Background: an optimization exercise with open tools, aiming at small area. Do not read the settings as production practice.
The RTL was checked by simulation tests, not by an equivalence proof against the original design.
No activity file was given, so power comes from the tool's default toggle rates.

## flow/config.mk

```make
export PLATFORM = sky130hd
export DESIGN_NAME = mcd212
export DESIGN_NICKNAME = mcd212
export VERILOG_FILES = /design/flow/design.v
export SDC_FILE = /design/flow/constraint.sdc
export NUM_CORES = 4
export LEC_CHECK = 0
export CAP_MARGIN = 10
export CORE_MARGIN = 2
export CORE_UTILIZATION = 65
export CTS_BUF_LIST = sky130_fd_sc_hd__clkbuf_8 sky130_fd_sc_hd__clkbuf_16
export CTS_CLUSTER_DIAMETER = 80
export CTS_CLUSTER_SIZE = 25
export GPL_TIMING_DRIVEN = 0
export PLACE_DENSITY = 0.75
export SLEW_MARGIN = 10
export SYNTH_HIERARCHICAL = 1
export SYNTH_MEMORY_MAX_BITS = 8192
export SYNTH_MINIMUM_KEEP_SIZE = 0
```

## flow/constraint.sdc

```tcl
create_clock -name core_clock -period 15.0 [get_ports {clk}]
set_input_delay 3.0000 -clock core_clock [delete_from_list [all_inputs] [get_ports {clk}]]
set_output_delay 3.0000 -clock core_clock [all_outputs]
set_load 0.01 [all_outputs]
```

## flow/design.v

```verilog
package mcd212_pkg;
endpackage
module mcd212 (
    input clk,
    input reset,
    input [22:1] cpu_address,
    input [15:0] cpu_din,
    output bit [15:0] cpu_dout,
    input cpu_uds,
    input cpu_lds,
    input cpu_write_strobe,
    output bit cpu_bus_ack,
    input cs,
    output     [7:0] r,
    output     [7:0] g,
    output     [7:0] b,
    output           hsync,
    output           vsync,
    output bit       hblank,
    output           vblank,
    output bit [24:0] sdram_addr,
    output bit        sdram_rd,
    output bit        sdram_wr,
    output bit        sdram_word,
    output bit [15:0] sdram_din,
    input      [15:0] sdram_dout,
    input             sdram_busy,
    output bit        sdram_burst,
    output bit        sdram_refresh,
    input             sdram_burstdata_valid,
    output irq
);
    bit dcr1_cf;   
    bit dcr1_fd;   
    bit ic0;   
    bit dc0;   
    bit ic1;   
    bit dc1;   
    bit ft0;   
    bit ft1;   
    bit di1;   
    bit crsr_st;   
    bit di2;   
    bit it1;   
    bit it2;
    bit [2:0] early_rom_cnt;
    wire cs_early_rom = !early_rom_cnt[2];
    always_ff @(posedge clk) begin
        if (reset) begin
            early_rom_cnt <= 0;
        end else if (cs && cpu_uds && cs_early_rom && cpu_bus_ack) begin
            early_rom_cnt <= early_rom_cnt + 1;
        end
    end
    wire [22:0] cpu_addressb = {cpu_address[22:1], 1'b0};
    wire cs_ram = cpu_addressb <= 23'h3fffff && cs && !cs_early_rom;   
    wire cs_rom = cpu_addressb >= 23'h400000 && cpu_addressb <= 23'h4ffbff && cs;
    wire cs_channel2 = cpu_addressb >= 23'h4fffe0 && cpu_addressb <= 23'h4fffef && cs;
    wire cs_channel1 = cpu_addressb >= 23'h4ffff0 && cpu_addressb <= 23'h4fffff && cs;
    wire cs_rom_fused = (cs_rom || cs_early_rom) && cs;
    wire [19:1] ram_address = {cpu_address[21], cpu_address[18], cpu_address[17:1]};
    bit sdram_busy_q;
    bit parity;
    wire cpu_sdram_access = (cs_ram || cs_rom_fused) && (cpu_uds || cpu_lds);
    wire sdram_refresh_request;
    typedef enum bit [2:0] {
        REFRESH,
        ICA_DCA0,
        ICA_DCA1,
        FILE0,
        FILE1,
        CPU
    } e_arbit_target;
    e_arbit_target sdram_owner;
    e_arbit_target sdram_owner_q;
    e_arbit_target sdram_owner_next;
    bit [21:0] ica0_adr, ica1_adr, file0_adr, file1_adr;
    bit ica0_as, ica1_as, file0_as, file1_as;
    bit ica0_bus_ack, ica1_bus_ack, file0_bus_ack, file1_bus_ack;
    bit ica0_burstdata_valid, ica1_burstdata_valid, file0_burstdata_valid, file1_burstdata_valid;
    always_comb begin
        sdram_owner_next = CPU;
        if (file0_as) sdram_owner_next = FILE0;
        if (file1_as) sdram_owner_next = FILE1;
        if (ica0_as) sdram_owner_next = ICA_DCA0;
        if (ica1_as) sdram_owner_next = ICA_DCA1;
        if (sdram_refresh_request) sdram_owner_next = REFRESH;
        if (sdram_busy) sdram_owner = sdram_owner_q;
        else sdram_owner = sdram_owner_next;
    end
    assign irq = (it1 && !di1) || (it2 && !di2);
    wire [8:0] video_y;
    wire [15:0] status_register1 = {8'b0, video_y == 0, 1'b0, parity, 5'b0};
    wire [15:0] status_register2 = {13'b0, it1, it2, 1'b0};
    always_comb begin
        cpu_dout = 0;
        sdram_burst = 0;
        sdram_refresh = 0;
        cpu_bus_ack = !cpu_sdram_access;
        file0_bus_ack = 0;
        file0_burstdata_valid = 0;
        ica0_bus_ack = 0;
        ica0_burstdata_valid = 0;
        file1_bus_ack = 0;
        file1_burstdata_valid = 0;
        ica1_bus_ack = 0;
        ica1_burstdata_valid = 0;
        sdram_rd = 0;
        sdram_wr = 0;
        sdram_word = 0;
        sdram_addr = 0;
        if (!reset) begin
            case (sdram_owner)
                REFRESH: begin
                    sdram_refresh = 1;
                    sdram_rd = !sdram_busy;
                end
                ICA_DCA0: begin
                    sdram_word = 1;
                    if (ica0_as) begin
                        sdram_addr[19:1] = ica0_adr[19:1];
                        sdram_rd = !sdram_busy && !sdram_busy_q;
                        sdram_burst = 1;
                    end
                end
                FILE0: begin
                    sdram_word = 1;
                    if (file0_as) begin
                        sdram_addr[19:1] = file0_adr[19:1];
                        sdram_rd = !sdram_busy && !sdram_busy_q;
                        sdram_burst = 1;
                    end
                end
                ICA_DCA1: begin
                    sdram_word = 1;
                    if (ica1_as) begin
                        sdram_addr[18:1] = ica1_adr[18:1];
                        sdram_addr[19] = 1;
                        sdram_rd = !sdram_busy && !sdram_busy_q;
                        sdram_burst = 1;
                    end
                end
                FILE1: begin
                    sdram_word = 1;
                    if (file1_as) begin
                        sdram_addr[18:1] = file1_adr[18:1];
                        sdram_addr[19] = 1;
                        sdram_rd = !sdram_busy && !sdram_busy_q;
                        sdram_burst = 1;
                    end
                end
                CPU: begin
                    if (cpu_sdram_access) begin
                        if (cs_rom_fused) begin
                            sdram_word = 1;
                            sdram_addr[24:1] = {3'b001, cpu_address[21:1]};
                            sdram_addr[0] = 1'b0;
                            sdram_rd = !sdram_busy && !sdram_busy_q;
                            sdram_wr = 1'b0;
                        end else begin
                            sdram_addr[24:1] = {5'b0, ram_address[19:1]};
                            sdram_addr[0] = cpu_write_strobe ? !cpu_lds && cpu_uds : 1'b0;
                            sdram_word = (cpu_lds && cpu_uds) || !cpu_write_strobe;
                            sdram_rd = cs_ram && !cpu_write_strobe && !sdram_busy && !sdram_busy_q;
                            sdram_wr = cs_ram && cpu_write_strobe && !sdram_busy && !sdram_busy_q;
                        end
                    end
                end
                default: begin
                end
            endcase
            case (sdram_owner_q)
                CPU: begin
                    if (cpu_sdram_access) cpu_bus_ack = !sdram_busy && sdram_busy_q;
                end
                FILE0: begin
                    if (file0_as) begin
                        file0_bus_ack = !sdram_busy && sdram_busy_q;
                        file0_burstdata_valid = sdram_burstdata_valid;
                    end
                end
                ICA_DCA0: begin
                    if (ica0_as) begin
                        ica0_bus_ack = !sdram_busy && sdram_busy_q;
                        ica0_burstdata_valid = sdram_burstdata_valid;
                    end
                end
                FILE1: begin
                    if (file1_as) begin
                        file1_bus_ack = !sdram_busy && sdram_busy_q;
                        file1_burstdata_valid = sdram_burstdata_valid;
                    end
                end
                ICA_DCA1: begin
                    if (ica1_as) begin
                        ica1_bus_ack = !sdram_busy && sdram_busy_q;
                        ica1_burstdata_valid = sdram_burstdata_valid;
                    end
                end
                default: begin
                end
            endcase
        end
        sdram_din = cpu_din;
        if (cs_ram || cs_rom_fused) begin
            cpu_dout = sdram_dout;
        end else if (cs_channel1) begin
            if (cpu_addressb[7:0] == 8'hf0) cpu_dout = status_register1;
        end else if (cs_channel2) begin
            if (cpu_addressb[7:0] == 8'he0) cpu_dout = status_register2;
        end
    end
    always_ff @(posedge clk) begin
        if (reset) begin
            sdram_busy_q <= 0;
            sdram_owner_q <= CPU;
        end else begin
            sdram_busy_q  <= sdram_busy;
            sdram_owner_q <= sdram_owner;
        end
    end
    bit [12:0] video_x;
    bit [8:0] video_y_q;
    assign video_y = video_y_q;
    bit vt_hsync, vt_vsync, hblank_vt, vt_vblank, new_frame, new_line;
    assign hsync = vt_hsync;
    assign vsync = vt_vsync;
    assign vblank = vt_vblank;
    bit [12:0] h_total, h_active, h_start, h_sync;
    always_comb begin
        if (crsr_st && dcr1_cf) begin
            h_total  = 120 * 16;
            h_active = 90 * 16;
            h_start  = 23 * 16;
            h_sync   = 9 * 16;
        end else if (dcr1_cf) begin
            h_total  = 120 * 16;
            h_active = 96 * 16;
            h_start  = 20 * 16;
            h_sync   = 9 * 16;
        end else begin
            h_total  = 112 * 16;
            h_active = 90 * 16;
            h_start  = 19 * 16;
            h_sync   = 8 * 16;
        end
    end
    bit [8:0] v_total, v_active, v_start;
    always_comb begin
        if (dcr1_fd) begin
            v_total = 262;
            v_active = 240;
            v_start = 18;
        end else if (crsr_st) begin
            v_total = 312;
            v_active = 240;
            v_start = 46;
        end else begin
            v_total = 312;
            v_active = 280;
            v_start = 26;
        end
    end
    always_ff @(posedge clk) begin
        if (reset) begin
            video_x <= 0;
            video_y_q <= 0;
        end else begin
            if (video_x == (h_total - 1)) begin
                video_x <= 0;
                if (video_y_q == (v_total - 1)) video_y_q <= 0;
                else video_y_q <= video_y_q + 1;
            end else begin
                video_x <= video_x + 1;
            end
        end
    end
    always_ff @(posedge clk) begin
        vt_hsync <= video_x < h_sync;
        vt_vsync <= video_y_q < 3;
        new_frame <= video_x == 0 && video_y_q == 0;
        new_line <= video_x == 0;
        hblank_vt <= !(video_x >= h_start && video_x < (h_start + h_active));
        vt_vblank <= !(video_y_q >= v_start && video_y_q < (v_start + v_active));
    end
    wire new_pixel = video_x[1:0] == 1 && !hblank_vt && !vt_vblank;
    wire new_pixel_hires = video_x[0] == 1 && !hblank_vt && !vt_vblank;
    bit hblank_vt_q;
    assign sdram_refresh_request = video_x < 80 && video_x > 20;
    always_ff @(posedge clk) begin
        if (reset) begin
            hblank_vt_q <= 0;
            hblank <= 0;
            parity <= 0;
        end else begin
            hblank_vt_q <= hblank_vt;
            hblank <= hblank_vt_q;
            if (new_frame) parity <= !parity;
        end
    end
    bit ica0_strobe, ica0_ft1, ica1_strobe, ica1_ft1, ica0_irq, ica1_irq;
    always_ff @(posedge clk) begin
        if (reset) begin
            dcr1_cf <= 0;
            dcr1_fd <= 0;
            ic0 <= 0;
            dc0 <= 0;
            ic1 <= 0;
            dc1 <= 0;
            ft0 <= 0;
            ft1 <= 0;
            di1 <= 0;
            crsr_st <= 0;
            di2 <= 0;
            it1 <= 0;
            it2 <= 0;
        end else begin
            if (ica0_strobe) ft0 <= ica0_ft1;
            if (ica1_strobe) ft1 <= ica1_ft1;
            if ((cpu_lds || cpu_uds) && cs_channel1 && cpu_write_strobe) begin
                if (cpu_addressb[3:0] == 4'h2) begin
                    dcr1_cf <= cpu_din[14];
                    dcr1_fd <= cpu_din[13];
                    ic0 <= cpu_din[9];
                    dc0 <= cpu_din[8];
                end
                if (cpu_addressb[3:0] == 4'h0 && cpu_uds) di1 <= cpu_din[15];
                if (cpu_addressb[3:0] == 4'h0 && cpu_lds) crsr_st <= cpu_din[1];
            end
            if ((cpu_lds || cpu_uds) && cs_channel2 && cpu_write_strobe) begin
                if (cpu_addressb[3:0] == 4'h2) begin
                    ic1 <= cpu_din[9];
                    dc1 <= cpu_din[8];
                end
                if (cpu_addressb[3:0] == 4'h0) di2 <= cpu_din[15];
            end
            if (cpu_lds && cs_channel2 && !cpu_write_strobe && cpu_addressb[3:0] == 0) begin
                it1 <= 0;
                it2 <= 0;
            end
            if (ica0_irq) it1 <= 1;
            if (ica1_irq) it2 <= 1;
        end
    end
    bit plane_a_en;   
    bit plane_b_en;
    wire ica0_reset = new_frame || reset || !ic0;
    wire dca0_read = hblank_vt && !hblank_vt_q && !vt_vblank && dc0;
    bit [21:0] ica0_pointer;
    bit [21:0] dca0_pointer;
    bit [21:0] dca0_next_line_pointer;
    bit [2:0] dca0_burst_cnt;
    bit [31:0] ica0_instruction;
    bit ica0_ended;
    bit dca0_active;
    bit ica0_execute;
    typedef enum bit [3:0] {
        C0_IDLE,
        C0_ICA_READ0,
        C0_ICA_READ1,
        C0_ICA_WAIT_FOR_ACK,
        C0_ICA_EXECUTE,
        C0_DCA_READ0,
        C0_DCA_READ1,
        C0_DCA_READ2,
        C0_DCA_READ3
    } e_ica0_state;
    e_ica0_state ica0_state;
    wire [6:0] ch0_register_adr = ica0_instruction[30:24];
    wire [23:0] ch0_register_data = ica0_instruction[23:0];
    wire ch0_register_write = ica0_execute && ica0_instruction[31];
    wire ica0_reload_vsr = (ica0_execute && ica0_instruction[31:28] == 5) ||
                           (ica0_execute && ica0_ended && ica0_instruction[31:28] == 4);
    always_ff @(posedge clk) begin
        ica0_irq <= 0;
        ica0_strobe <= 0;
        ica0_execute <= 0;
        if (ica0_reset) begin
            ica0_pointer <= 22'h400;
            ica0_as <= 0;
            ica0_state <= C0_IDLE;
            ica0_ended <= 0;
            dca0_burst_cnt <= 0;
            dca0_active <= 0;
            ica0_ft1 <= 0;
            ica0_instruction <= 0;
        end else begin
            case (ica0_state)
                C0_IDLE: begin
                    if (!ica0_ended) begin
                        ica0_state <= C0_ICA_READ0;
                        ica0_adr <= ica0_pointer;
                        ica0_pointer <= ica0_pointer + 4;
                        ica0_as <= 1;
                    end else if (dca0_read) begin
                        dca0_active <= 1;
                        ica0_state <= C0_DCA_READ0;
                        ica0_as <= 1;
                        ica0_adr <= dca0_pointer;
                        dca0_pointer <= dca0_pointer + 8;
                        dca0_next_line_pointer <= dca0_pointer + 8 * 8;
                        dca0_burst_cnt <= 7;
                    end
                end
                C0_ICA_READ0: begin
                    if (ica0_burstdata_valid) begin
                        ica0_instruction[31:16] <= sdram_dout;
                        ica0_state <= C0_ICA_READ1;
                    end
                end
                C0_ICA_READ1: begin
                    if (ica0_burstdata_valid) begin
                        ica0_instruction[15:0] <= sdram_dout;
                        ica0_state <= C0_ICA_WAIT_FOR_ACK;
                        ica0_execute <= 1;
                    end
                end
                C0_ICA_WAIT_FOR_ACK: begin
                    if (ica0_bus_ack) begin
                        ica0_as <= 0;
                        ica0_state <= C0_ICA_EXECUTE;
                    end
                end
                C0_ICA_EXECUTE: begin
                    ica0_state <= C0_IDLE;
                end
                C0_DCA_READ0: begin
                    if (ica0_burstdata_valid) begin
                        ica0_instruction[31:16] <= sdram_dout;
                        ica0_state <= C0_DCA_READ1;
                    end
                end
                C0_DCA_READ1: begin
                    if (ica0_burstdata_valid) begin
                        ica0_instruction[15:0] <= sdram_dout;
                        ica0_state <= C0_DCA_READ2;
                        ica0_execute <= dca0_active;
                    end
                end
                C0_DCA_READ2: begin
                    if (ica0_burstdata_valid) begin
                        ica0_instruction[31:16] <= sdram_dout;
                        ica0_state <= C0_DCA_READ3;
                    end
                end
                C0_DCA_READ3: begin
                    if (ica0_burstdata_valid) begin
                        ica0_instruction[15:0] <= sdram_dout;
                        ica0_execute <= dca0_active;
                    end
                    if (ica0_bus_ack) begin
                        if (dca0_burst_cnt == 0 || !dca0_active) begin
                            ica0_state <= C0_IDLE;
                            dca0_pointer <= dca0_next_line_pointer;
                            dca0_active <= 0;
                            ica0_as <= 0;
                        end else begin
                            ica0_state <= C0_DCA_READ0;
                            ica0_as <= 1;
                            ica0_adr <= dca0_pointer;
                            dca0_pointer <= dca0_pointer + 8;
                            dca0_burst_cnt <= dca0_burst_cnt - 1;
                        end
                    end
                end
                default: begin
                end
            endcase
            if (ica0_execute) begin
                case (ica0_instruction[31:28])
                    0: begin
                        ica0_ended <= 1;
                        dca0_active <= 0;
                    end
                    2: begin
                        if (!ica0_ended) dca0_pointer <= ica0_instruction[21:0];
                    end
                    3: begin
                        dca0_pointer <= ica0_instruction[21:0];
                        dca0_next_line_pointer <= ica0_instruction[21:0];
                        dca0_active <= 0;
                        ica0_ended <= 1;
                    end
                    4: begin
                        ica0_pointer <= ica0_instruction[21:0];
                    end
                    5: begin
                        ica0_ended <= 1;
                        dca0_active <= 0;
                    end
                    6: begin
                        ica0_irq <= 1;
                    end
                    7: begin
                        if (ica0_instruction[27]) begin
                            ica0_ft1 <= ica0_instruction[1];
                            ica0_strobe <= 1;
                        end
                    end
                    default: begin
                    end
                endcase
            end
        end
    end
    wire file0_reset = new_frame || reset || !ic0;
    wire file0_read_pixels = !vt_vblank && plane_a_en;
    bit [21:0] file0_vsr;
    assign file0_adr = file0_vsr;
    bit file0_state;   
    bit [2:0] file0_count;
    wire file0_can_hold_burst = file0_count < 4;
    bit [2:0] file0_burst_index;
    wire file0_burst_overflow = file0_burst_index > 0 && file0_vsr[2:1] == 0 && file0_burstdata_valid;
    wire file0_din_valid = !file0_burst_overflow && file0_burstdata_valid;
    always_ff @(posedge clk) begin
        if (file0_reset) begin
            file0_as <= 0;
            file0_state <= 0;
            file0_vsr <= 0;
            file0_burst_index <= 0;
        end else if (ica0_reload_vsr) begin
            file0_state <= 0;
            file0_vsr <= ica0_instruction[21:0];
            file0_burst_index <= 0;
        end else begin
            if (file0_burstdata_valid) file0_burst_index <= file0_burst_index + 1;
            if (!file0_state) begin
                if (file0_read_pixels && file0_can_hold_burst) begin
                    file0_state <= 1;
                    file0_as <= 1;
                    file0_burst_index <= 0;
                end
            end else begin
                if (file0_bus_ack) begin
                    file0_as <= 0;
                    file0_state <= 0;
                end
                if (file0_din_valid) file0_vsr <= file0_vsr + 2;
            end
        end
    end
    bit [7:0][15:0] file0_mem;
    wire [7:0][15:0] file0_mem_nxt;
    bit [2:0] file0_read_index_d;
    bit [2:0] file0_read_index_q;
    bit [2:0] file0_write_index;
    bit file0_lower_byte;
    bit file0_ieq_q;
    bit file0_out_write;
    bit [7:0] file0_out_pixel;
    bit file0_out_strobe;
    assign file0_out_write = file0_count != 0 && !file0_reset && !file0_ieq_q;
    wire file0_pop = file0_out_strobe && file0_out_write;
    wire file0_fifo_clear = file0_reset || ica0_reload_vsr;
    always_comb begin
        file0_read_index_d = file0_read_index_q;
        if (file0_pop && file0_lower_byte) file0_read_index_d = file0_read_index_q + 1;
    end
    always_ff @(posedge clk) begin
        if (file0_fifo_clear) begin
            file0_write_index <= 0;
            file0_read_index_q <= 0;
            file0_count <= 0;
            file0_lower_byte <= 0;
            file0_ieq_q <= 0;
        end else begin
            if (file0_din_valid && !(file0_pop && file0_lower_byte)) file0_count <= file0_count + 1;
            if (!file0_din_valid && (file0_pop && file0_lower_byte)) file0_count <= file0_count - 1;
            if (file0_din_valid) file0_write_index <= file0_write_index + 1;
            if (file0_pop) file0_lower_byte <= !file0_lower_byte;
            file0_read_index_q <= file0_read_index_d;
            file0_ieq_q <= file0_write_index == file0_read_index_d && file0_din_valid;
        end
    end
    wire [7:0] file0_mem_we;
    for (genvar k = 0; k < 8; k++) begin : g_file0_mem
        assign file0_mem_we[k] = !file0_fifo_clear && file0_din_valid && file0_write_index == 3'(k);
        clut_hold_word #(16) u_hold (.en(file0_mem_we[k]), .d(sdram_dout), .q(file0_mem[k]), .y(file0_mem_nxt[k]));
    end
    always_ff @(posedge clk) file0_mem <= file0_mem_nxt;
    wire [15:0] file0_word = file0_mem[file0_read_index_q];
    assign file0_out_pixel = file0_lower_byte ? file0_word[7:0] : file0_word[15:8];
    wire rle0_reset = vt_vblank || reset || ica0_reload_vsr;
    wire rle0_passthrough = !ft0;
    bit rle0_out_write;
    bit [7:0] rle0_out_pixel;
    bit [1:0] rle0_state;   
    bit [7:0] rle0_counter;
    bit [6:0] rle0_stored_pixel;
    bit [10:0] rle0_pixelcounter;
    always_ff @(posedge clk) begin
        if (rle0_reset || rle0_pixelcounter == 0) rle0_pixelcounter <= 384;
        else if (rle0_out_write && new_pixel) rle0_pixelcounter <= rle0_pixelcounter - 1;
    end
    always_comb begin
        rle0_out_write = 0;
        file0_out_strobe = 0;
        rle0_out_pixel = {1'b0, rle0_stored_pixel};
        if (rle0_passthrough || rle0_reset) begin
            rle0_out_pixel = file0_out_pixel;
            file0_out_strobe = new_pixel;
            rle0_out_write = file0_out_write;
        end else begin
            case (rle0_state)
                0: begin
                    if (file0_out_pixel[7]) begin
                        file0_out_strobe = file0_out_write;
                    end else begin
                        rle0_out_pixel = {1'b0, file0_out_pixel[6:0]};
                        rle0_out_write = file0_out_write;
                        file0_out_strobe = new_pixel;
                    end
                end
                1: begin
                    if (file0_out_write) file0_out_strobe = 1;
                end
                2: begin
                    if (rle0_counter != 0) rle0_out_write = 1;
                end
                3: begin
                    if (rle0_pixelcounter != 0) rle0_out_write = 1;
                end
            endcase
        end
    end
    always_ff @(posedge clk) begin
        if (rle0_reset || rle0_passthrough) begin
            rle0_state <= 0;
            rle0_counter <= 0;
        end else begin
            case (rle0_state)
                0: begin
                    if (file0_out_write && file0_out_pixel[7]) begin
                        rle0_stored_pixel <= file0_out_pixel[6:0];
                        rle0_state <= 1;
                    end
                end
                1: begin
                    if (file0_out_write) begin
                        rle0_counter <= file0_out_pixel;
                        if (file0_out_pixel == 0) rle0_state <= 3;
                        else rle0_state <= 2;
                    end
                end
                2: begin
                    if (rle0_counter == 0) rle0_state <= 0;
                    else if (new_pixel) rle0_counter <= rle0_counter - 1;
                end
                3: begin
                    if (rle0_pixelcounter == 0) rle0_state <= 0;
                end
            endcase
        end
    end
    bit [6:0] synchronized_pixel0;
    always_ff @(posedge clk) begin
        if (new_line) synchronized_pixel0 <= 0;
        else if (rle0_out_write && new_pixel) synchronized_pixel0 <= rle0_out_pixel[6:0];
    end
    wire ica1_reset = new_frame || reset || !ic1;
    wire dca1_read = hblank_vt && !hblank_vt_q && !vt_vblank && dc1;
    bit [21:0] ica1_pointer;
    bit [21:0] dca1_pointer;
    bit [21:0] dca1_next_line_pointer;
    bit [2:0] dca1_burst_cnt;
    bit [31:0] ica1_instruction;
    bit ica1_ended;
    bit dca1_active;
    bit ica1_execute;
    typedef enum bit [3:0] {
        C1_IDLE,
        C1_ICA_READ0,
        C1_ICA_READ1,
        C1_ICA_WAIT_FOR_ACK,
        C1_ICA_EXECUTE,
        C1_DCA_READ0,
        C1_DCA_READ1,
        C1_DCA_READ2,
        C1_DCA_READ3
    } e_ica1_state;
    e_ica1_state ica1_state;
    wire [6:0] ch1_register_adr = ica1_instruction[30:24];
    wire [23:0] ch1_register_data = ica1_instruction[23:0];
    wire ch1_register_write = ica1_execute && ica1_instruction[31];
    wire ica1_reload_vsr = (ica1_execute && ica1_instruction[31:28] == 5) ||
                           (ica1_execute && ica1_ended && ica1_instruction[31:28] == 4);
    always_ff @(posedge clk) begin
        ica1_irq <= 0;
        ica1_strobe <= 0;
        ica1_execute <= 0;
        if (ica1_reset) begin
            ica1_pointer <= 22'h400;
            ica1_as <= 0;
            ica1_state <= C1_IDLE;
            ica1_ended <= 0;
            dca1_burst_cnt <= 0;
            dca1_active <= 0;
            ica1_ft1 <= 0;
            ica1_instruction <= 0;
        end else begin
            case (ica1_state)
                C1_IDLE: begin
                    if (!ica1_ended) begin
                        ica1_state <= C1_ICA_READ0;
                        ica1_adr <= ica1_pointer;
                        ica1_pointer <= ica1_pointer + 4;
                        ica1_as <= 1;
                    end else if (dca1_read) begin
                        dca1_active <= 1;
                        ica1_state <= C1_DCA_READ0;
                        ica1_as <= 1;
                        ica1_adr <= dca1_pointer;
                        dca1_pointer <= dca1_pointer + 8;
                        dca1_next_line_pointer <= dca1_pointer + 8 * 8;
                        dca1_burst_cnt <= 7;
                    end
                end
                C1_ICA_READ0: begin
                    if (ica1_burstdata_valid) begin
                        ica1_instruction[31:16] <= sdram_dout;
                        ica1_state <= C1_ICA_READ1;
                    end
                end
                C1_ICA_READ1: begin
                    if (ica1_burstdata_valid) begin
                        ica1_instruction[15:0] <= sdram_dout;
                        ica1_state <= C1_ICA_WAIT_FOR_ACK;
                        ica1_execute <= 1;
                    end
                end
                C1_ICA_WAIT_FOR_ACK: begin
                    if (ica1_bus_ack) begin
                        ica1_as <= 0;
                        ica1_state <= C1_ICA_EXECUTE;
                    end
                end
                C1_ICA_EXECUTE: begin
                    ica1_state <= C1_IDLE;
                end
                C1_DCA_READ0: begin
                    if (ica1_burstdata_valid) begin
                        ica1_instruction[31:16] <= sdram_dout;
                        ica1_state <= C1_DCA_READ1;
                    end
                end
                C1_DCA_READ1: begin
                    if (ica1_burstdata_valid) begin
                        ica1_instruction[15:0] <= sdram_dout;
                        ica1_state <= C1_DCA_READ2;
                        ica1_execute <= dca1_active;
                    end
                end
                C1_DCA_READ2: begin
                    if (ica1_burstdata_valid) begin
                        ica1_instruction[31:16] <= sdram_dout;
                        ica1_state <= C1_DCA_READ3;
                    end
                end
                C1_DCA_READ3: begin
                    if (ica1_burstdata_valid) begin
                        ica1_instruction[15:0] <= sdram_dout;
                        ica1_execute <= dca1_active;
                    end
                    if (ica1_bus_ack) begin
                        if (dca1_burst_cnt == 0 || !dca1_active) begin
                            ica1_state <= C1_IDLE;
                            dca1_pointer <= dca1_next_line_pointer;
                            dca1_active <= 0;
                            ica1_as <= 0;
                        end else begin
                            ica1_state <= C1_DCA_READ0;
                            ica1_as <= 1;
                            ica1_adr <= dca1_pointer;
                            dca1_pointer <= dca1_pointer + 8;
                            dca1_burst_cnt <= dca1_burst_cnt - 1;
                        end
                    end
                end
                default: begin
                end
            endcase
            if (ica1_execute) begin
                case (ica1_instruction[31:28])
                    0: begin
                        ica1_ended <= 1;
                        dca1_active <= 0;
                    end
                    2: begin
                        if (!ica1_ended) dca1_pointer <= ica1_instruction[21:0];
                    end
                    3: begin
                        dca1_pointer <= ica1_instruction[21:0];
                        dca1_next_line_pointer <= ica1_instruction[21:0];
                        dca1_active <= 0;
                        ica1_ended <= 1;
                    end
                    4: begin
                        ica1_pointer <= ica1_instruction[21:0];
                    end
                    5: begin
                        ica1_ended <= 1;
                        dca1_active <= 0;
                    end
                    6: begin
                        ica1_irq <= 1;
                    end
                    7: begin
                        if (ica1_instruction[27]) begin
                            ica1_ft1 <= ica1_instruction[1];
                            ica1_strobe <= 1;
                        end
                    end
                    default: begin
                    end
                endcase
            end
        end
    end
    wire file1_reset = new_frame || reset || !ic1;
    wire file1_read_pixels = !vt_vblank && plane_b_en;
    bit [21:0] file1_vsr;
    assign file1_adr = file1_vsr;
    bit file1_state;   
    bit [2:0] file1_count;
    wire file1_can_hold_burst = file1_count < 4;
    bit [2:0] file1_burst_index;
    wire file1_burst_overflow = file1_burst_index > 0 && file1_vsr[2:1] == 0 && file1_burstdata_valid;
    wire file1_din_valid = !file1_burst_overflow && file1_burstdata_valid;
    always_ff @(posedge clk) begin
        if (file1_reset) begin
            file1_as <= 0;
            file1_state <= 0;
            file1_vsr <= 0;
            file1_burst_index <= 0;
        end else if (ica1_reload_vsr) begin
            file1_state <= 0;
            file1_vsr <= ica1_instruction[21:0];
            file1_burst_index <= 0;
        end else begin
            if (file1_burstdata_valid) file1_burst_index <= file1_burst_index + 1;
            if (!file1_state) begin
                if (file1_read_pixels && file1_can_hold_burst) begin
                    file1_state <= 1;
                    file1_as <= 1;
                    file1_burst_index <= 0;
                end
            end else begin
                if (file1_bus_ack) begin
                    file1_as <= 0;
                    file1_state <= 0;
                end
                if (file1_din_valid) file1_vsr <= file1_vsr + 2;
            end
        end
    end
    bit [7:0][15:0] file1_mem;
    wire [7:0][15:0] file1_mem_nxt;
    bit [2:0] file1_read_index_d;
    bit [2:0] file1_read_index_q;
    bit [2:0] file1_write_index;
    bit file1_lower_byte;
    bit file1_ieq_q;
    bit file1_out_write;
    bit [7:0] file1_out_pixel;
    bit file1_out_strobe;
    assign file1_out_write = file1_count != 0 && !file1_reset && !file1_ieq_q;
    wire file1_pop = file1_out_strobe && file1_out_write;
    wire file1_fifo_clear = file1_reset || ica1_reload_vsr;
    always_comb begin
        file1_read_index_d = file1_read_index_q;
        if (file1_pop && file1_lower_byte) file1_read_index_d = file1_read_index_q + 1;
    end
    always_ff @(posedge clk) begin
        if (file1_fifo_clear) begin
            file1_write_index <= 0;
            file1_read_index_q <= 0;
            file1_count <= 0;
            file1_lower_byte <= 0;
            file1_ieq_q <= 0;
        end else begin
            if (file1_din_valid && !(file1_pop && file1_lower_byte)) file1_count <= file1_count + 1;
            if (!file1_din_valid && (file1_pop && file1_lower_byte)) file1_count <= file1_count - 1;
            if (file1_din_valid) file1_write_index <= file1_write_index + 1;
            if (file1_pop) file1_lower_byte <= !file1_lower_byte;
            file1_read_index_q <= file1_read_index_d;
            file1_ieq_q <= file1_write_index == file1_read_index_d && file1_din_valid;
        end
    end
    wire [7:0] file1_mem_we;
    for (genvar k = 0; k < 8; k++) begin : g_file1_mem
        assign file1_mem_we[k] = !file1_fifo_clear && file1_din_valid && file1_write_index == 3'(k);
        clut_hold_word #(16) u_hold (.en(file1_mem_we[k]), .d(sdram_dout), .q(file1_mem[k]), .y(file1_mem_nxt[k]));
    end
    always_ff @(posedge clk) file1_mem <= file1_mem_nxt;
    wire [15:0] file1_word = file1_mem[file1_read_index_q];
    assign file1_out_pixel = file1_lower_byte ? file1_word[7:0] : file1_word[15:8];
    wire rle1_reset = vt_vblank || reset || ica1_reload_vsr;
    wire rle1_passthrough = !ft1;
    bit rle1_out_write;
    bit [7:0] rle1_out_pixel;
    bit [1:0] rle1_state;   
    bit [7:0] rle1_counter;
    bit [6:0] rle1_stored_pixel;
    bit [10:0] rle1_pixelcounter;
    always_ff @(posedge clk) begin
        if (rle1_reset || rle1_pixelcounter == 0) rle1_pixelcounter <= 384;
        else if (rle1_out_write && new_pixel) rle1_pixelcounter <= rle1_pixelcounter - 1;
    end
    always_comb begin
        rle1_out_write = 0;
        file1_out_strobe = 0;
        rle1_out_pixel = {1'b0, rle1_stored_pixel};
        if (rle1_passthrough || rle1_reset) begin
            rle1_out_pixel = file1_out_pixel;
            file1_out_strobe = new_pixel;
            rle1_out_write = file1_out_write;
        end else begin
            case (rle1_state)
                0: begin
                    if (file1_out_pixel[7]) begin
                        file1_out_strobe = file1_out_write;
                    end else begin
                        rle1_out_pixel = {1'b0, file1_out_pixel[6:0]};
                        rle1_out_write = file1_out_write;
                        file1_out_strobe = new_pixel;
                    end
                end
                1: begin
                    if (file1_out_write) file1_out_strobe = 1;
                end
                2: begin
                    if (rle1_counter != 0) rle1_out_write = 1;
                end
                3: begin
                    if (rle1_pixelcounter != 0) rle1_out_write = 1;
                end
            endcase
        end
    end
    always_ff @(posedge clk) begin
        if (rle1_reset || rle1_passthrough) begin
            rle1_state <= 0;
            rle1_counter <= 0;
        end else begin
            case (rle1_state)
                0: begin
                    if (file1_out_write && file1_out_pixel[7]) begin
                        rle1_stored_pixel <= file1_out_pixel[6:0];
                        rle1_state <= 1;
                    end
                end
                1: begin
                    if (file1_out_write) begin
                        rle1_counter <= file1_out_pixel;
                        if (file1_out_pixel == 0) rle1_state <= 3;
                        else rle1_state <= 2;
                    end
                end
                2: begin
                    if (rle1_counter == 0) rle1_state <= 0;
                    else if (new_pixel) rle1_counter <= rle1_counter - 1;
                end
                3: begin
                    if (rle1_pixelcounter == 0) rle1_state <= 0;
                end
            endcase
        end
    end
    bit [6:0] synchronized_pixel1;
    always_ff @(posedge clk) begin
        if (new_line) synchronized_pixel1 <= 0;
        else if (rle1_out_write && new_pixel) synchronized_pixel1 <= rle1_out_pixel[6:0];
    end
    bit [1:0] clut_bank0;
    bit [1:0] clut_bank1;
    bit [9:0] cursor_y;
    bit [9:0] cursor_x;
    bit cursor_en;
    bit cursor_cuw;
    bit cursor_yb, cursor_r, cursor_g, cursor_b;
    bit [3:0] backdrop;   
    bit [5:0] weight_a;
    bit [5:0] weight_b;
    bit [17:0] trans_color_plane_a;
    bit [17:0] trans_color_plane_b;
    bit plane_b_in_front_of_a;
    wire [17:0] ch0_color = {ch0_register_data[23:18], ch0_register_data[15:10], ch0_register_data[7:2]};
    wire [17:0] ch1_color = {ch1_register_data[23:18], ch1_register_data[15:10], ch1_register_data[7:2]};
    always_ff @(posedge clk) begin
        if (reset) begin
            clut_bank0 <= 0;
            cursor_y <= 0;
            cursor_x <= 0;
            cursor_en <= 0;
            cursor_cuw <= 0;
            cursor_yb <= 0;
            cursor_r <= 0;
            cursor_g <= 0;
            cursor_b <= 0;
            backdrop <= 0;
            plane_a_en <= 0;
            plane_b_en <= 0;
        end else if (ch0_register_write) begin
            case (ch0_register_adr)
                7'h40: begin
                    plane_b_en <= ch0_register_data[11:8] != 0;
                    plane_a_en <= ch0_register_data[3:0] != 0;
                end
                7'h43: clut_bank0 <= ch0_register_data[1:0];
                7'h4d: begin
                    cursor_y <= ch0_register_data[21:12];
                    cursor_x <= ch0_register_data[9:0];
                end
                7'h4e: begin
                    cursor_en <= ch0_register_data[23];
                    cursor_cuw <= ch0_register_data[15];
                    cursor_yb <= ch0_register_data[3];
                    cursor_r <= ch0_register_data[2];
                    cursor_g <= ch0_register_data[1];
                    cursor_b <= ch0_register_data[0];
                end
                7'h58: backdrop <= ch0_register_data[3:0];
                default: begin
                end
            endcase
        end
    end
    always_ff @(posedge clk) begin
        if (!reset && ch0_register_write) begin
            case (ch0_register_adr)
                7'h42: plane_b_in_front_of_a <= ch0_register_data[0];
                7'h44: trans_color_plane_a <= ch0_color;
                7'h5b: weight_a <= ch0_register_data[5:0];
                default: begin
                end
            endcase
        end
        if (!reset && ch1_register_write) begin
            case (ch1_register_adr)
                7'h46: trans_color_plane_b <= ch1_color;
                7'h5c: weight_b <= ch1_register_data[5:0];
                default: begin
                end
            endcase
        end
    end
    always_ff @(posedge clk) begin
        if (reset) clut_bank1 <= 0;
        else if (ch1_register_write && ch1_register_adr == 7'h43) clut_bank1 <= ch1_register_data[1:0];
    end
    bit [15:0][15:0] cursor;
    wire [15:0][15:0] cursor_nxt;
    for (genvar k = 0; k < 16; k++) begin : g_cursor
        clut_hold_word #(16) u_hold (
            .en(!reset && ch0_register_write && ch0_register_adr == 7'h4f && ch0_register_data[19:16] == 4'(k)),
            .d(ch0_register_data[15:0]), .q(cursor[k]), .y(cursor_nxt[k]));
    end
    always_ff @(posedge clk) cursor <= cursor_nxt;
    bit [9:0] active_line;
    bit [9:0] active_pixel;
    bit [15:0] active_cursor_line;
    bit cursor_pixel;
    bit inside_cursor_window;
    always_ff @(posedge clk) begin
        if (hblank) active_pixel <= 1;
        else if (new_pixel_hires) active_pixel <= active_pixel + 1;
        if (vt_vblank) active_line <= -1;
        else if (new_line) active_line <= active_line + 1;
        active_cursor_line <= cursor[4'(active_line - cursor_y)];
        if (cursor_cuw) begin
            inside_cursor_window <= (active_line >= cursor_y) && (active_line < cursor_y + 16) &&
                                    (active_pixel > cursor_x) && (active_pixel <= cursor_x + 16);
            cursor_pixel <= active_cursor_line[4'(cursor_x - active_pixel)];
        end else begin
            inside_cursor_window <= (active_line >= cursor_y) && (active_line < cursor_y + 16) &&
                                    (active_pixel > cursor_x) && (active_pixel <= cursor_x + 32);
            cursor_pixel <= active_cursor_line[4'((cursor_x - active_pixel) >> 1)];
        end
    end
    wire clut_we0 = ch0_register_adr <= 7'h3f && ch0_register_write;
    wire clut_we1 = ch1_register_adr <= 7'h3f && ch1_register_write;
    wire clut_we = clut_we0 || clut_we1;
    wire [7:0] clut_wa = clut_we0 ? {clut_bank0, ch0_register_adr[5:0]} : {clut_bank1, ch1_register_adr[5:0]};
    wire [17:0] clut_wd = clut_we0 ? ch0_color : ch1_color;
    bit clut_ph;
    always_ff @(posedge clk) clut_ph <= !clut_ph;
    wire clut_now = clut_we && (clut_wa[0] != clut_ph);
    bit clut_pend;
    bit [7:0] clut_pend_a;
    bit [17:0] clut_pend_d;
    always_ff @(posedge clk) begin
        clut_pend <= clut_we && !clut_now;
        clut_pend_a <= clut_wa;
        clut_pend_d <= clut_wd;
    end
    wire clut_cv = clut_now || clut_pend;
    wire [6:0] clut_cm = clut_pend ? clut_pend_a[7:1] : clut_wa[7:1];
    wire [17:0] clut_cd = clut_pend ? clut_pend_d : clut_wd;
    bit [127:0][17:0] clut_head;
    bit [127:0][17:0] clut_tail;
    wire [127:0][17:0] clut_head_nxt;
    for (genvar k = 0; k < 128; k++) begin : g_clut
        clut_hold_word #(18) u_hold (.en(clut_cv && clut_cm == 7'(k)), .d(clut_cd), .q(clut_tail[k]), .y(clut_head_nxt[k]));
    end
    always_ff @(posedge clk) begin
        clut_head <= clut_head_nxt;
        clut_tail <= clut_head;
    end
    wire [6:0] clut_ra0 = {synchronized_pixel0[6:1], synchronized_pixel0[0] ^ clut_ph};
    wire [6:0] clut_ra1 = {synchronized_pixel1[6:1], synchronized_pixel1[0] ^ clut_ph};
    bit [127:0] clut_sel0, clut_sel1;
    always_comb begin
        for (int k = 0; k < 128; k++) begin
            clut_sel0[k] = clut_ra0 == 7'(k);
            clut_sel1[k] = clut_ra1 == 7'(k);
        end
    end
    wire [17:0] clut_ring0, clut_ring1;
    for (genvar j = 0; j < 18; j++) begin : g_clut_rd
        wire [127:0] d0, d1;
        for (genvar k = 0; k < 64; k++) begin : g_col
            assign d0[2*k] = clut_head[k][j];
            assign d0[2*k+1] = clut_tail[k][j];
            assign d1[2*k] = clut_head[64+k][j];
            assign d1[2*k+1] = clut_tail[64+k][j];
        end
        clut_rd128 u_rd0 (.sel(clut_sel0), .d(d0), .y(clut_ring0[j]));
        clut_rd128 u_rd1 (.sel(clut_sel1), .d(d1), .y(clut_ring1[j]));
    end
    wire [17:0] clut_rd0 = clut_pend && clut_pend_a == {1'b0, synchronized_pixel0} ? clut_pend_d : clut_ring0;
    wire [17:0] clut_rd1 = clut_pend && clut_pend_a == {1'b1, synchronized_pixel1} ? clut_pend_d : clut_ring1;
    bit [17:0] clut_out0;
    bit [17:0] clut_out1;
    always_ff @(posedge clk) begin
        clut_out0 <= clut_we0 ? ch0_color : clut_rd0;
        clut_out1 <= clut_we1 ? ch1_color : clut_rd1;
    end
    bit [23:0] plane_a;
    bit [23:0] plane_b;
    bit [23:0] vidout;
    assign {r, g, b} = vidout;
    bit plane_a_visible;
    bit plane_b_visible;
    always_comb begin
        plane_a[23:16] = 8'((12'(clut_out0[17:12]) * (12'(weight_a) + 12'd1)) >> 4);
        plane_a[15:8] = 8'((12'(clut_out0[11:6]) * (12'(weight_a) + 12'd1)) >> 4);
        plane_a[7:0] = 8'((12'(clut_out0[5:0]) * (12'(weight_a) + 12'd1)) >> 4);
        plane_a_visible = (clut_out0 != trans_color_plane_a) && ic0 && plane_a_en;
        plane_b[23:16] = 8'((12'(clut_out1[17:12]) * (12'(weight_b) + 12'd1)) >> 4);
        plane_b[15:8] = 8'((12'(clut_out1[11:6]) * (12'(weight_b) + 12'd1)) >> 4);
        plane_b[7:0] = 8'((12'(clut_out1[5:0]) * (12'(weight_b) + 12'd1)) >> 4);
        plane_b_visible = (clut_out1 != trans_color_plane_b) && ic1 && plane_b_en;
    end
    always_comb begin
        vidout = {{8{backdrop[2]}}, {8{backdrop[1]}}, {8{backdrop[0]}}};
        if (!backdrop[3]) begin
            vidout[23] = 0;
            vidout[15] = 0;
            vidout[7] = 0;
        end
        if (plane_b_in_front_of_a) begin
            if (plane_a_visible) vidout = plane_a;
            if (plane_b_visible) vidout = plane_b;
        end else begin
            if (plane_b_visible) vidout = plane_b;
            if (plane_a_visible) vidout = plane_a;
        end
        if (cursor_pixel && inside_cursor_window && cursor_en) begin
            vidout = {{8{cursor_r}}, {8{cursor_g}}, {8{cursor_b}}};
            if (!cursor_yb) begin
                vidout[23] = 0;
                vidout[15] = 0;
                vidout[7] = 0;
            end
        end
    end
endmodule
module clut_hold_word #(
    parameter int W = 18
) (
    input en,
    input [W-1:0] d,
    input [W-1:0] q,
    output [W-1:0] y
);
    wire en_n = !en;
    for (genvar j = 0; j < W; j++) begin : g
        clut_hold u (.en(en), .en_n(en_n), .d(d[j]), .q(q[j]), .y(y[j]));
    end
endmodule
module clut_hold (
    input en,
    input en_n,
    input d,
    input q,
    output y
);
    assign y = (en && d) || (en_n && q);
endmodule
module clut_aoi3 (
    input s0, d0, s1, d1, s2, d2,
    output y
);
    assign y = !((s0 && d0) || (s1 && d1) || (s2 && d2));
endmodule
module clut_aoi2 (
    input s0, d0, s1, d1,
    output y
);
    assign y = !((s0 && d0) || (s1 && d1));
endmodule
module clut_nand4 (
    input a, b, c, d,
    output y
);
    assign y = !(a && b && c && d);
endmodule
module clut_nand3 (
    input a, b, c,
    output y
);
    assign y = !(a && b && c);
endmodule
module clut_nor4 (
    input a, b, c, d,
    output y
);
    assign y = !(a || b || c || d);
endmodule
module clut_nor3 (
    input a, b, c,
    output y
);
    assign y = !(a || b || c);
endmodule
module clut_rd128 (
    input [127:0] sel,
    input [127:0] d,
    output y
);
    wire [42:0] l1;
    wire [10:0] l2;
    wire [2:0] l3;
    for (genvar i = 0; i < 42; i++) begin : g1
        clut_aoi3 u (
            .s0(sel[3*i]), .d0(d[3*i]), .s1(sel[3*i+1]), .d1(d[3*i+1]),
            .s2(sel[3*i+2]), .d2(d[3*i+2]), .y(l1[i]));
    end
    clut_aoi2 u42 (.s0(sel[126]), .d0(d[126]), .s1(sel[127]), .d1(d[127]), .y(l1[42]));
    for (genvar i = 0; i < 10; i++) begin : g2
        clut_nand4 u (.a(l1[4*i]), .b(l1[4*i+1]), .c(l1[4*i+2]), .d(l1[4*i+3]), .y(l2[i]));
    end
    clut_nand3 u10 (.a(l1[40]), .b(l1[41]), .c(l1[42]), .y(l2[10]));
    clut_nor4 u20 (.a(l2[0]), .b(l2[1]), .c(l2[2]), .d(l2[3]), .y(l3[0]));
    clut_nor4 u21 (.a(l2[4]), .b(l2[5]), .c(l2[6]), .d(l2[7]), .y(l3[1]));
    clut_nor3 u22 (.a(l2[8]), .b(l2[9]), .c(l2[10]), .y(l3[2]));
    clut_nand3 u30 (.a(l3[0]), .b(l3[1]), .c(l3[2]), .y(y));
endmodule
```

## flow/run.sh

```bash
#!/bin/bash
# synth_recipe.tcl (not shown) runs the flow's synth.tcl, then flattens the netlist and writes it again
# the make line also repeats each setting of config.mk as NAME=value (left out here)
make -C /OpenROAD-flow-scripts/flow DESIGN_CONFIG=/design/flow/config.mk WORK_HOME=/design/flow/orfs CLKGATE_MAP_FILE= SYNTH_SCRIPT=/design/flow/synth_recipe.tcl finish
```

==> run summary <==
[critical path, delay by kind of cell (launching register included)]
kind / cells / cell delay [ns]
AO/OA/AOI/OAI: 7 / 1.84
XOR/XNOR: 2 / 0.86
adder cells (fa/ha/maj): 4 / 1.94
buffers and inverters: 4 / 1.32
flip-flops: 1 / 0.56
AND/OR/NAND/NOR: 2 / 0.31
[metal layers]
metal | track usage, % | up-vias | part of all wire, %
met3 | 10.67 | 1552 | 13
li1 | - | 63220 | -
met2 | 57.31 | 9309 | 42
met5 | 0.3799 | - | 0.044
met4 | 19.54 | 25 | 5.7
met1 | 55.19 | 72930 | 39
[area by class of cell]
| cell class | instances | area (µm²) |
|---|---|---|
| repair buffers | 363 | 4893 |
| plain buffers | 327 | 1358 |
| multi-input cells | 9014 | 74880 |
| clock buffers | 280 | 6984 |
| inverters | 404 | 1516 |
| diodes | 7 | 17.52 |
| fillers | 21010 | 84360 |
| clock inverters | 52 | 490.5 |
| flip-flops and latches | 5737 | 116600 |
| well taps | 3939 | 4928 |
[Yosys stat by module (local to each module, per instance), a selection]
module      cells  area [µm²]
mcd212      10420      148300
clut_nand3      1       5.005
clut_nor3       1       10.01
clut_aoi3       1       10.01
clut_nand4      1       6.256
clut_nor4       1       12.51
clut_hold       1       8.758
clut_aoi2       1       12.51
[power by group]
group          internal, µW  switching, µW
Clock                  3420           4830
Sequential            15300           3.56
Combinational          37.9           71.0
Total                 18700           4900
[layout by cell type (no fill, tap or decap), drive strengths merged, types with 19 or more instances in the layout]
cell type	n
nand4	420
xnor2	150
nand2	525
nor2b	152
o21ai	235
clkdlybuf4s50	125
nor4	108
a21o	19
and3	52
nor2	893
mux4	158
clkbuf	539
nand2b	50
a22o	2830
a222oi	1514
dfxtp	5563
xor2	146
a31oi	47
mux2i	178
mux2	63
and2	118
a211oi	104
buf	306
inv	439
nand3	184
nor3	139
a22oi	104
fa	124
or3	33
ha	212
a21oi	243
edfxtp	174
[logic make-up (layout without fill, tap and decap cells)]
kind of cell	count (synthesis)	in the layout	share of synthesized area, %
AND/OR/NAND/NOR	2755	2755	7.315
adder cells (fa/ha/maj)	336	336	2.661
XOR/XNOR	296	296	1.343
other	2	11	0.003892
buffers and inverters	731	1426	1.487
flip-flops	5737	5737	60.42
AO/OA/AOI/OAI	5224	5224	23.64
multiplexers	399	399	3.135
[state kept, by name, indices dropped and copies added (netlist names), 16 cells and up]
signal / count
clut_head: 2304
clut_tail: 2304
cursor: 256
file0_mem: 128
file1_mem: 128
ica0_instruction: 32
ica1_instruction: 32
dca0_next_line_pointer: 19
dca0_pointer: 19
file0_vsr: 19
ica0_adr: 19
ica0_pointer: 19
clut_out0: 18
clut_out1: 18
clut_pend_d: 18
dca1_next_line_pointer: 18
dca1_pointer: 18
file1_vsr: 18
ica1_adr: 18
ica1_pointer: 18
trans_color_plane_a: 18
trans_color_plane_b: 18
active_cursor_line: 16
[per-stage QoR]
step                setup WS [ns]  area [µm²]  utilization (%)
finish                      4.229      211700            71.50
floorplan                   7.059      193000                -
CTS                         4.395      211600            71.46
detailed placement          5.419      204100            68.94
global placement            4.939      199300            67.33
global route                3.948      211700            71.50
[worst max path at each step]
| stage | startpoint | end | cells past startpoint |
|---|---|---|---|
| after global routing | weight_b[0]$_DFFE_PP_ | r[6] | 19 |
| final | weight_b[0]$_DFFE_PP_ | r[6] | 19 |
| after CTS | weight_a[0]$_DFFE_PP_ | b[6] | 19 |
| after detailed placement | weight_a[0]$_DFFE_PP_ | b[6] | 19 |
| after global placement | sdram_busy | ica0_adr[13]$_DFFE_PP_ | 6 |
| after floorplan | reset | ica0_adr[10]$_DFFE_PP_ | 6 |
==> summary.md <==
| Metric | Value |
|---|---|
| Clk pin slew, worst setup/hold paths | `0.10 ns` |
| Post-DP HPWL | `about 400000 µm` |
| Synth top area share | `57.71%` |
| Yosys reg bits | `5737` |
| Fin nets | `16520` |
| Cells after DPL | `19780` |
| Max stage delay on crit path | `0.75 ns` |
| Total Wirelength | `a little over 600000 µm` |
| Hold Startpoint | `clut_head[1022]$_DFF_P_` |
| Prevailing post-synth register cell | `dfxtp_1` |
| Layout cell share with drive strength beyond 1 | `8.877%` |
| F_max | `0.09284 GHz` |
| Post-synthesis instance area | `between 150000 and 200000 µm²` |
| Most instantiated cells after synthesis | `5563 x dfxtp_1, 2830 x a22o_1, 1514 x a222oi_1, 892 x nor2_1, 524 x nand2_1` |
| Worst Hold Class | `flip-flop to flip-flop` |
| Relative slew slack | `-4.004%` |
| Setup slack, reg-to-reg | `8.56 ns` |
| RSZ-0062 raised after global routing | `false` |
| Vias/cell | `7.307` |
| Top cell type by total area after synthesis | `dfxtp_1` |
| Worst Path Required | `12.00 ns` |
| Routed length per instance | `30.84 µm` |
| FF-to-FF End | `clut_out1[1]$_DFF_P_` |
| Startpoint class of the critical path | `flip-flop` |
| Cells along the critical path | `nand3_1, xor2_1, clkbuf_1, nor2b_1, fa_1, inv_1, fa_1, fa_1, inv_1, ha_1, a21oi_1, o31ai_1, a211oi_1, o21bai_1, a21oi_1, xor2_1, a22o_1, o21ai_0, clkdlybuf4s50_1` |
| Cell depth of the worst hold path | `0` |
| WHS | `approximately 0.30 ns` |
| Critical path's slowest cell | `xor2_1` |
| Synth top area cells | `dfxtp_1 58%, a22o_1 13%, a222oi_1 7.9%, edfxtp_1 2.7%, mux4_2 1.8%` |
| CP Max Fanout | `10` |
| Initial antenna violation count | `18` |
| Antenna Nets Post-Route | `0` |
| Mapped Cells | `15480` |
| CTS Buf Count | `272` |
| Non-filler cells, final | `20120` |
| GRT overflow | `0` |
| Row count | `200` |
| Post-cts resize count | `0` |
| P per Cell Area | `between 100 and 150 nW/µm²` |
| Port-buffer cells | `140` |
| Buffer depth of the longest clock path | `4` |
| Post-synthesis async set-or-reset flop share | `0%` |
| Final setup violation count | `0` |
| Die Height | `between 500 and 600 µm` |
| CTS tree | `done` |
| Setup Buffers After CTS | `0` |
| Placer Congestion | `0.9815` |
| CTS Hold Buffers Added | `0` |
| Starting Density | `65.19%` |
| Reg2reg path depth | `12` |
| Die ar. | `301300 µm²` |
| Yosys cell types | `92` |
| Slew Viols, Final | `32` |
| DRT Pass-1 Iters | `13` |
| Setup TNS | `0 ns` |
| CP Class | `flip-flop to primary output` |
| CTS root buf | `clkbuf_16` |
| Violated checks | `max-capacitance violations, max-slew violations` |
| Reg2reg start | `synchronized_pixel1[5]$_SDFFE_PP0P_` |
| Drt drc | `0` |
| Post-synth EDFFs | `about 170` |
| H-tree depth | `5` |
| Setup crit end kind | `primary output` |
| Core area | `296000 µm²` |
| Crit path DAT | `7.77 ns` |
| First-pass GRT wire length | `914300 µm` |
| # clock sinks | `5737` |
| Vias in the first global route | `roughly 140k` |
| Worst-Margin Slew | `~1.6 ns` |
| Hold Path Sink | `clut_tail[1022]$_DFF_P_` |
| Most frequent CP cell | `fa_1` |
| Tot GR Track Use | `39.71%` |
| Mean Syn Cell Area | `12.47 µm²` |
| Sequential share of the synthesized area | `60.42%` |
| Status | `failed layout checks` |
| Final Power | `approximately 24000 µW` |
| Final Hold Vio Count | `0` |
| Final period util | `71.81%` |
| Die extent in x | `roughly 550 µm` |
| Worst-skew pair later-pin latency | `slightly below 1 ns` |
| Leakage | `a little under 0.08 µW` |
| Most common cell in the netlist | `dfxtp_1` |
| Layout area overhead | `9.689%` |
| Layout Skew | `0.06386 ns` |
| DRT iter0 DRCs | `24970` |
| VDD IR-drop max | `roughly 0.11 mV` |
| Synth Warn # | `7` |
| Ports | `154` |
| Min Tclk post-route | `10.77 ns` |
| Max_cap viols | `5` |
| Largest net degree at the start of global routing | `slightly below 80` |
| Vias | `around 150k` |

## port drivers added, routing unchanged
The flow's constraints put no driver on any port. The routed layout listed below was extracted and timed again, unchanged, in two steps.
Step 1 assumes that a clkbuf_16 drives the clock port and a buf_2 every other input.
Step 2 also shifts input and output timing later by t, the mid clock arrival at the registers, as if the neighbouring blocks saw the same clock.
Slacks: no drivers / after step 1 / after step 2; pairs: no drivers / after step 1.
t (ns): 1.042
slack for setup (ns): 4.229 / 4.126 / 5.168
worst setup path at the end: register to output
pins driven straight from the clock port: 1
For this run, drivers alone change the setup slack by -0.103 ns; drivers and shift together by +0.939 ns.
